Background: an optimization exercise with open tools, aiming at small area and a short achievable clock period. Do not read the settings as production practice.
RTL that was checked went through simulation tests only; none was proved equivalent to the original.
Power is estimated from default activity; no workload was simulated.

==> v26 <==
## user_logic
module user_logic
(
  Bus2IP_Clk,
  Bus2IP_Reset,
  Bus2IP_Data,
  Bus2IP_BE,
  Bus2IP_RdCE,
  Bus2IP_WrCE,
  IP2Bus_Data,
  IP2Bus_RdAck,
  IP2Bus_WrAck,
  IP2Bus_Error
);
export LEC_CHECK = 0
export ABC_AREA = 1
export CAP_MARGIN = 20
export CORE_MARGIN = 2
export CORE_UTILIZATION = 40
export SLEW_MARGIN = 20
create_clock -name core_clock -period 8.5 [get_ports {Bus2IP_Clk}]
run.sh (not shown) runs the stock make flow with config.mk's settings and CLKGATE_MAP_FILE= SYNTH_SCRIPT=/design/flow/synth_recipe.tcl, a recipe that flattens the netlist after the stock synthesis.
==> v3 (differences from v26) <==
--- a/flow/design.v
+++ b/flow/design.v
@@ -800,16 +800,18 @@
   wire c418 = (c386 & s413) | (c386 & c388) | (s413 & c388);
   wire s419 = s415 ^ c390 ^ s417;
   wire c420 = (s415 & c390) | (s415 & s417) | (c390 & s417);
   wire x31 = pp0_31 ^ pp1_29 ^ pp2_27 ^ pp3_25 ^ pp4_23 ^ pp5_21 ^ pp6_19 ^ pp7_17 ^ pp8_15 ^ pp9_13 ^ pp10_11 ^ pp11_9 ^ pp12_7 ^ pp13_5 ^ pp14_3 ^ pp15_1 ^ c394 ^ c396 ^ c398 ^ c400 ^ c402 ^ c404 ^ c406 ^ c408 ^ c410 ^ c412 ^ c414 ^ c416 ^ c418 ^ c420;
   wire [31:0] rx = {x31, c392, s391, c338, s337, c288, s287, c242, s241, c200, s199, c162, s161, c128, s127, c98, s97, c72, s71, c50, s49, c32, s31, c18, s17, c8, s7, c2, s1, pp0_2, nc0, pp0_0};
   wire [31:0] ry = {1'b0, s419, 1'b0, s363, 1'b0, s311, 1'b0, s263, 1'b0, s219, 1'b0, s179, 1'b0, s143, 1'b0, s111, 1'b0, s83, 1'b0, s59, 1'b0, s39, 1'b0, s23, 1'b0, s11, 1'b0, s3, 1'b0, pp1_0, pp0_1, 1'b0};
-  reg  [31:0] tp;
-  wire [31:0] psum = tp;
-  always @(posedge Bus2IP_Clk)
-    tp <= rx + ry;
+  reg  [31:0] tx, ty;
+  wire [31:0] psum = tx + ty;
+  always @(posedge Bus2IP_Clk) begin
+    tx <= rx;
+    ty <= ry;
+  end
   wire [31:0] pnext = (Bus2IP_Reset | rst_d) ? 32'd0 : psum;
   always @(posedge Bus2IP_Clk) begin
     rst_d <= Bus2IP_Reset;
     for (k = 0; k < 32; k = k + 1)
       slv_reg2[k] <= pnext[31-k];
   end
==> qor summary <==
metric	v3	v26
Outcome	no timing/DRC/antenna violations	no timing/DRC/antenna violations
Initial cell density of the core	40.39%	40.46%
Core Footprint	0.04074 sq mm	0.03973 sq mm
Inverters excl. clock	334	378
Synthesized-area fraction occupied by adder cells	26.89%	27.52%
Clock slew seen by the registers of the worst setup and hold paths	0.07 ns	0.06 ns
Area share of the largest cell type after synthesis	25.67%	26.28%
Area of the multi-input gates	0.01165 sq mm	0.01146 sq mm
Vertical die dimension	206.8 um	204.5 um
Share of the synthesized netlist area taken by xor and xnor gates	13.51%	15.09%
Detailed-placement wirelength estimate	45,460 um	44,980 um
Number of different library cells in the post-synthesis netlist	50	46
Worst-case clock skew	0.01078 ns	0.01600 ns
Switch Pwr	1.082 mW	1.164 mW
No run of this note included a check of the RTL's function; only the layout flow was run.

========
==> v25: inputs <==
Another version of the RTL of user_logic (not shown whole).
Design user_logic, start of the top module:
module user_logic
(
  Bus2IP_Clk,
  Bus2IP_Reset,
  Bus2IP_Data,
  Bus2IP_BE,
  Bus2IP_RdCE,
  Bus2IP_WrCE,
  IP2Bus_Data,
  IP2Bus_RdAck,
  IP2Bus_WrAck,
  IP2Bus_Error
);
export LEC_CHECK = 0
export ABC_AREA = 1
export CAP_MARGIN = 20
export CORE_MARGIN = 2
export CORE_UTILIZATION = 40
export CTS_BUF_LIST = sky130_fd_sc_hd__clkbuf_4 sky130_fd_sc_hd__clkbuf_8
export SETUP_SLACK_MARGIN = 4.3
export SLEW_MARGIN = 20
export SYNTH_HIERARCHICAL = 1
export SYNTH_MINIMUM_KEEP_SIZE = 0
export TNS_END_PERCENT = 5
create_clock -name core_clock -period 8.5 [get_ports {Bus2IP_Clk}]
standard.sh (not shown) runs the stock make flow with config.mk's settings and CLKGATE_MAP_FILE= SYNTH_SCRIPT=/design/flow/synth_recipe.tcl, a recipe that flattens the netlist after the stock synthesis.
==> flow/flow/run.sh <==
#!/bin/bash
# The standard layout, with every input and output port buffered by
# sky130_fd_sc_hd__buf_2 (buffer_ports' -buffer_cell) instead of the cell
# buffer_ports picks by itself, and the buffers ABC put in at synthesis
# removed at floorplan (REMOVE_ABC_BUFFERS) so repair_design re-buffers only
# where needed. Everything else is the standard flow.
set -euo pipefail
bash standard.sh "BUFFER_PORTS_ARGS=-buffer_cell sky130_fd_sc_hd__buf_2" REMOVE_ABC_BUFFERS=1 finish > standard.log 2>&1
==> inputs of v19, as changes to v25 <==
--- a/flow/design.v
+++ b/flow/design.v
@@ -1066,131 +1066,130 @@
   wire adP1_0 = adp1 & adp0;
   wire adg2_0 = adg2_2 | (adp2 & adg1_0);
   wire adP2_0 = adp2 & adP1_0;
   wire adg3_0 = adg3_3 | (adp3 & adg2_0);
   wire adP3_0 = adp3 & adP2_0;
-  wire adg4_0 = adg4_4 | (adp4 & adg3_0);
-  wire adP4_0 = adp4 & adP3_0;
-  wire adg5_0 = adg5_5 | (adp5 & adg4_0);
-  wire adP5_0 = adp5 & adP4_0;
-  wire adg6_0 = adg6_6 | (adp6 & adg5_0);
-  wire adP6_0 = adp6 & adP5_0;
-  wire adg7_0 = adg7_7 | (adp7 & adg6_0);
-  wire adP7_0 = adp7 & adP6_0;
+  wire adg5_4 = adg5_5 | (adp5 & adg4_4);
+  wire adP5_4 = adp5 & adp4;
+  wire adg6_4 = adg6_6 | (adp6 & adg5_4);
+  wire adP6_4 = adp6 & adP5_4;
+  wire adg7_4 = adg7_7 | (adp7 & adg6_4);
+  wire adP7_4 = adp7 & adP6_4;
   wire adg9_8 = adg9_9 | (adp9 & adg8_8);
   wire adP9_8 = adp9 & adp8;
   wire adg10_8 = adg10_10 | (adp10 & adg9_8);
   wire adP10_8 = adp10 & adP9_8;
   wire adg11_8 = adg11_11 | (adp11 & adg10_8);
   wire adP11_8 = adp11 & adP10_8;
-  wire adg12_8 = adg12_12 | (adp12 & adg11_8);
-  wire adP12_8 = adp12 & adP11_8;
-  wire adg13_8 = adg13_13 | (adp13 & adg12_8);
-  wire adP13_8 = adp13 & adP12_8;
-  wire adg14_8 = adg14_14 | (adp14 & adg13_8);
-  wire adP14_8 = adp14 & adP13_8;
-  wire adg15_8 = adg15_15 | (adp15 & adg14_8);
-  wire adP15_8 = adp15 & adP14_8;
+  wire adg13_12 = adg13_13 | (adp13 & adg12_12);
+  wire adP13_12 = adp13 & adp12;
+  wire adg14_12 = adg14_14 | (adp14 & adg13_12);
+  wire adP14_12 = adp14 & adP13_12;
+  wire adg15_12 = adg15_15 | (adp15 & adg14_12);
+  wire adP15_12 = adp15 & adP14_12;
   wire adg17_16 = adg17_17 | (adp17 & adg16_16);
   wire adP17_16 = adp17 & adp16;
   wire adg18_16 = adg18_18 | (adp18 & adg17_16);
   wire adP18_16 = adp18 & adP17_16;
   wire adg19_16 = adg19_19 | (adp19 & adg18_16);
   wire adP19_16 = adp19 & adP18_16;
-  wire adg20_16 = adg20_20 | (adp20 & adg19_16);
-  wire adP20_16 = adp20 & adP19_16;
-  wire adg21_16 = adg21_21 | (adp21 & adg20_16);
-  wire adP21_16 = adp21 & adP20_16;
-  wire adg22_16 = adg22_22 | (adp22 & adg21_16);
-  wire adP22_16 = adp22 & adP21_16;
-  wire adg23_16 = adg23_23 | (adp23 & adg22_16);
-  wire adP23_16 = adp23 & adP22_16;
+  wire adg21_20 = adg21_21 | (adp21 & adg20_20);
+  wire adP21_20 = adp21 & adp20;
+  wire adg22_20 = adg22_22 | (adp22 & adg21_20);
+  wire adP22_20 = adp22 & adP21_20;
+  wire adg23_20 = adg23_23 | (adp23 & adg22_20);
+  wire adP23_20 = adp23 & adP22_20;
   wire adg25_24 = adg25_25 | (adp25 & adg24_24);
   wire adP25_24 = adp25 & adp24;
   wire adg26_24 = adg26_26 | (adp26 & adg25_24);
   wire adP26_24 = adp26 & adP25_24;
   wire adg27_24 = adg27_27 | (adp27 & adg26_24);
   wire adP27_24 = adp27 & adP26_24;
-  wire adg28_24 = adg28_28 | (adp28 & adg27_24);
-  wire adP28_24 = adp28 & adP27_24;
-  wire adg29_24 = adg29_29 | (adp29 & adg28_24);
-  wire adP29_24 = adp29 & adP28_24;
-  wire adg30_24 = adg30_30 | (adp30 & adg29_24);
-  wire adP30_24 = adp30 & adP29_24;
-  wire adg31_24 = adg31_31 | (adp31 & adg30_24);
-  wire adP31_24 = adp31 & adP30_24;
-  wire adg15_0 = adg15_8 | (adP15_8 & adg7_0);
-  wire adP15_0 = adP15_8 & adP7_0;
-  wire adg23_0 = adg23_16 | (adP23_16 & adg15_0);
-  wire adP23_0 = adP23_16 & adP15_0;
-  wire adg31_0 = adg31_24 | (adP31_24 & adg23_0);
-  wire adP31_0 = adP31_24 & adP23_0;
+  wire adg29_28 = adg29_29 | (adp29 & adg28_28);
+  wire adP29_28 = adp29 & adp28;
+  wire adg30_28 = adg30_30 | (adp30 & adg29_28);
+  wire adP30_28 = adp30 & adP29_28;
+  wire adg31_28 = adg31_31 | (adp31 & adg30_28);
+  wire adP31_28 = adp31 & adP30_28;
+  wire adg7_0 = adg7_4 | (adP7_4 & adg3_0);
+  wire adP7_0 = adP7_4 & adP3_0;
+  wire adg11_0 = adg11_8 | (adP11_8 & adg7_0);
+  wire adP11_0 = adP11_8 & adP7_0;
+  wire adg15_0 = adg15_12 | (adP15_12 & adg11_0);
+  wire adP15_0 = adP15_12 & adP11_0;
+  wire adg19_0 = adg19_16 | (adP19_16 & adg15_0);
+  wire adP19_0 = adP19_16 & adP15_0;
+  wire adg23_0 = adg23_20 | (adP23_20 & adg19_0);
+  wire adP23_0 = adP23_20 & adP19_0;
+  wire adg27_0 = adg27_24 | (adP27_24 & adg23_0);
+  wire adP27_0 = adP27_24 & adP23_0;
+  wire adg31_0 = adg31_28 | (adP31_28 & adg27_0);
+  wire adP31_0 = adP31_28 & adP27_0;
+  wire adg4_0 = adg4_4 | (adp4 & adg3_0);
+  wire adP4_0 = adp4 & adP3_0;
+  wire adg5_0 = adg5_4 | (adP5_4 & adg3_0);
+  wire adP5_0 = adP5_4 & adP3_0;
+  wire adg6_0 = adg6_4 | (adP6_4 & adg3_0);
+  wire adP6_0 = adP6_4 & adP3_0;
   wire adg8_0 = adg8_8 | (adp8 & adg7_0);
   wire adP8_0 = adp8 & adP7_0;
   wire adg9_0 = adg9_8 | (adP9_8 & adg7_0);
   wire adP9_0 = adP9_8 & adP7_0;
   wire adg10_0 = adg10_8 | (adP10_8 & adg7_0);
   wire adP10_0 = adP10_8 & adP7_0;
-  wire adg11_0 = adg11_8 | (adP11_8 & adg7_0);
-  wire adP11_0 = adP11_8 & adP7_0;
-  wire adg12_0 = adg12_8 | (adP12_8 & adg7_0);
-  wire adP12_0 = adP12_8 & adP7_0;
-  wire adg13_0 = adg13_8 | (adP13_8 & adg7_0);
-  wire adP13_0 = adP13_8 & adP7_0;
-  wire adg14_0 = adg14_8 | (adP14_8 & adg7_0);
-  wire adP14_0 = adP14_8 & adP7_0;
+  wire adg12_0 = adg12_12 | (adp12 & adg11_0);
+  wire adP12_0 = adp12 & adP11_0;
+  wire adg13_0 = adg13_12 | (adP13_12 & adg11_0);
+  wire adP13_0 = adP13_12 & adP11_0;
+  wire adg14_0 = adg14_12 | (adP14_12 & adg11_0);
+  wire adP14_0 = adP14_12 & adP11_0;
   wire adg16_0 = adg16_16 | (adp16 & adg15_0);
   wire adP16_0 = adp16 & adP15_0;
   wire adg17_0 = adg17_16 | (adP17_16 & adg15_0);
   wire adP17_0 = adP17_16 & adP15_0;
   wire adg18_0 = adg18_16 | (adP18_16 & adg15_0);
   wire adP18_0 = adP18_16 & adP15_0;
-  wire adg19_0 = adg19_16 | (adP19_16 & adg15_0);
-  wire adP19_0 = adP19_16 & adP15_0;
-  wire adg20_0 = adg20_16 | (adP20_16 & adg15_0);
-  wire adP20_0 = adP20_16 & adP15_0;
-  wire adg21_0 = adg21_16 | (adP21_16 & adg15_0);
-  wire adP21_0 = adP21_16 & adP15_0;
-  wire adg22_0 = adg22_16 | (adP22_16 & adg15_0);
-  wire adP22_0 = adP22_16 & adP15_0;
+  wire adg20_0 = adg20_20 | (adp20 & adg19_0);
+  wire adP20_0 = adp20 & adP19_0;
+  wire adg21_0 = adg21_20 | (adP21_20 & adg19_0);
+  wire adP21_0 = adP21_20 & adP19_0;
+  wire adg22_0 = adg22_20 | (adP22_20 & adg19_0);
+  wire adP22_0 = adP22_20 & adP19_0;
   wire adg24_0 = adg24_24 | (adp24 & adg23_0);
   wire adP24_0 = adp24 & adP23_0;
   wire adg25_0 = adg25_24 | (adP25_24 & adg23_0);
   wire adP25_0 = adP25_24 & adP23_0;
   wire adg26_0 = adg26_24 | (adP26_24 & adg23_0);
   wire adP26_0 = adP26_24 & adP23_0;
-  wire adg27_0 = adg27_24 | (adP27_24 & adg23_0);
-  wire adP27_0 = adP27_24 & adP23_0;
-  wire adg28_0 = adg28_24 | (adP28_24 & adg23_0);
-  wire adP28_0 = adP28_24 & adP23_0;
-  wire adg29_0 = adg29_24 | (adP29_24 & adg23_0);
-  wire adP29_0 = adP29_24 & adP23_0;
-  wire adg30_0 = adg30_24 | (adP30_24 & adg23_0);
-  wire adP30_0 = adP30_24 & adP23_0;
+  wire adg28_0 = adg28_28 | (adp28 & adg27_0);
+  wire adP28_0 = adp28 & adP27_0;
+  wire adg29_0 = adg29_28 | (adP29_28 & adg27_0);
+  wire adP29_0 = adP29_28 & adP27_0;
+  wire adg30_0 = adg30_28 | (adP30_28 & adg27_0);
+  wire adP30_0 = adP30_28 & adP27_0;
   wire [31:0] psum = {(adp31 ^ adg30_0), (adp30 ^ adg29_0), (adp29 ^ adg28_0), (adp28 ^ adg27_0), (adp27 ^ adg26_0), (adp26 ^ adg25_0), (adp25 ^ adg24_0), (adp24 ^ adg23_0), (adp23 ^ adg22_0), (adp22 ^ adg21_0), (adp21 ^ adg20_0), (adp20 ^ adg19_0), (adp19 ^ adg18_0), (adp18 ^ adg17_0), (adp17 ^ adg16_0), (adp16 ^ adg15_0), (adp15 ^ adg14_0), (adp14 ^ adg13_0), (adp13 ^ adg12_0), (adp12 ^ adg11_0), (adp11 ^ adg10_0), (adp10 ^ adg9_0), (adp9 ^ adg8_0), (adp8 ^ adg7_0), (adp7 ^ adg6_0), (adp6 ^ adg5_0), (adp5 ^ adg4_0), (adp4 ^ adg3_0), (adp3 ^ adg2_0), (adp2 ^ adg1_0), (adp1 ^ adg0_0), (adp0)};
   wire [31:0] pnext = psum;
   reg r2z;
   always @(posedge Bus2IP_Clk) r2z <= Bus2IP_Reset | rst_d;
   always @(posedge Bus2IP_Clk) begin
     rst_d <= Bus2IP_Reset;
     for (k = 0; k < 32; k = k + 1)
       slv_reg2[k] <= pnext[31-k];
   end
-  wire [0:31] rdata;
-  generate for (g = 0; g < 4; g = g + 1) begin : rdm
-    rdmux8 u (.rd(Bus2IP_RdCE), .r0(slv_reg0[g*8 +: 8]), .r1(slv_reg1[g*8 +: 8]), .r2(slv_reg2[g*8 +: 8]), .z2(r2z), .o(rdata[g*8 +: 8]));
-  end endgenerate
+  reg [0:31] rdata;
+  always @(*) begin
+    case (Bus2IP_RdCE)
+      3'b100:  rdata = slv_reg0;
+      3'b010:  rdata = slv_reg1;
+      3'b001:  rdata = r2z ? 32'd0 : slv_reg2;
+      default: rdata = 32'd0;
+    endcase
+  end
   assign IP2Bus_Data  = rdata;
   assign IP2Bus_RdAck = |Bus2IP_RdCE;
   assign IP2Bus_WrAck = |Bus2IP_WrCE;
   assign IP2Bus_Error = 1'b0;
 endmodule
 module fa (input a, input b, input c, output s, output co);
   assign s  = a ^ b ^ c;
   assign co = (a & b) | (a & c) | (b & c);
 endmodule
-module rdmux8 (input [0:2] rd, input [0:7] r0, input [0:7] r1, input [0:7] r2, input z2, output [0:7] o);
-  wire s0 = rd == 3'b100;
-  wire s1 = rd == 3'b010;
-  wire s2 = rd == 3'b001 && !z2;
-  assign o = ({8{s0}} & r0) | ({8{s1}} & r1) | ({8{s2}} & r2);
-endmodule
CTS_BUF_LIST = default   (was sky130_fd_sc_hd__clkbuf_4 sky130_fd_sc_hd__clkbuf_8)
SETUP_SLACK_MARGIN = 4   (was 4.3)
==> notes <==
- In sequential cell count, v25 and v19 do not differ.
- Die area: v19 is lower than v25 (about 6%).
- Between v25 and v19, the lower wire length is in v19 (gap 11%, measured against v19).
- Of v25 and v19, v25 has the higher non-clock buffer count (gap 30).
- v19 ran to the end with no violations. v25 passed the timing, design-rule and antenna checks.
No functional check of the RTL was part of v25.

-- separate check: timing with driven ports --
How much do the figures lean on ideal ports? The routed layouts below were timed once more, with nothing changed but the port constraints. Step 1: set_driving_cell puts a clkbuf_16 on Bus2IP_Clk and a buf_2 on each other input, an assumption about the parent block. Step 2 times the ports against the registers' clock, not the clock port: input delays grow and output delays shrink by t, the midpoint of the rising clock arrivals with the driver on. Three values: no drivers, after step 1, after step 2; two values: the first two.
| run | t (ns) | setup slack, ns | slew at the worst register clock pin (ns) | worst data-port slew with drivers (ns) |
|---|---|---|---|---|
| v26 | 0.508 | 0.977 / 0.977 / 0.977 | 0.07 / 0.07 | 0.04 |
| v3 | 0.509 | 2.077 / 2.077 / 2.077 | 0.07 / 0.07 | 0.05 |
| v25 | 0.561 | 4.274 / 4.048 / 4.048 | 0.10 / 0.10 | 0.30 |
| v19 | 0.501 | 3.969 / 3.929 / 3.929 | 0.07 / 0.07 | 0.05 |
After both steps every run listed still meets setup and hold. The setup slack of v25, which loses most, moves by -0.226 ns with the drivers and by -0.226 ns with both steps.
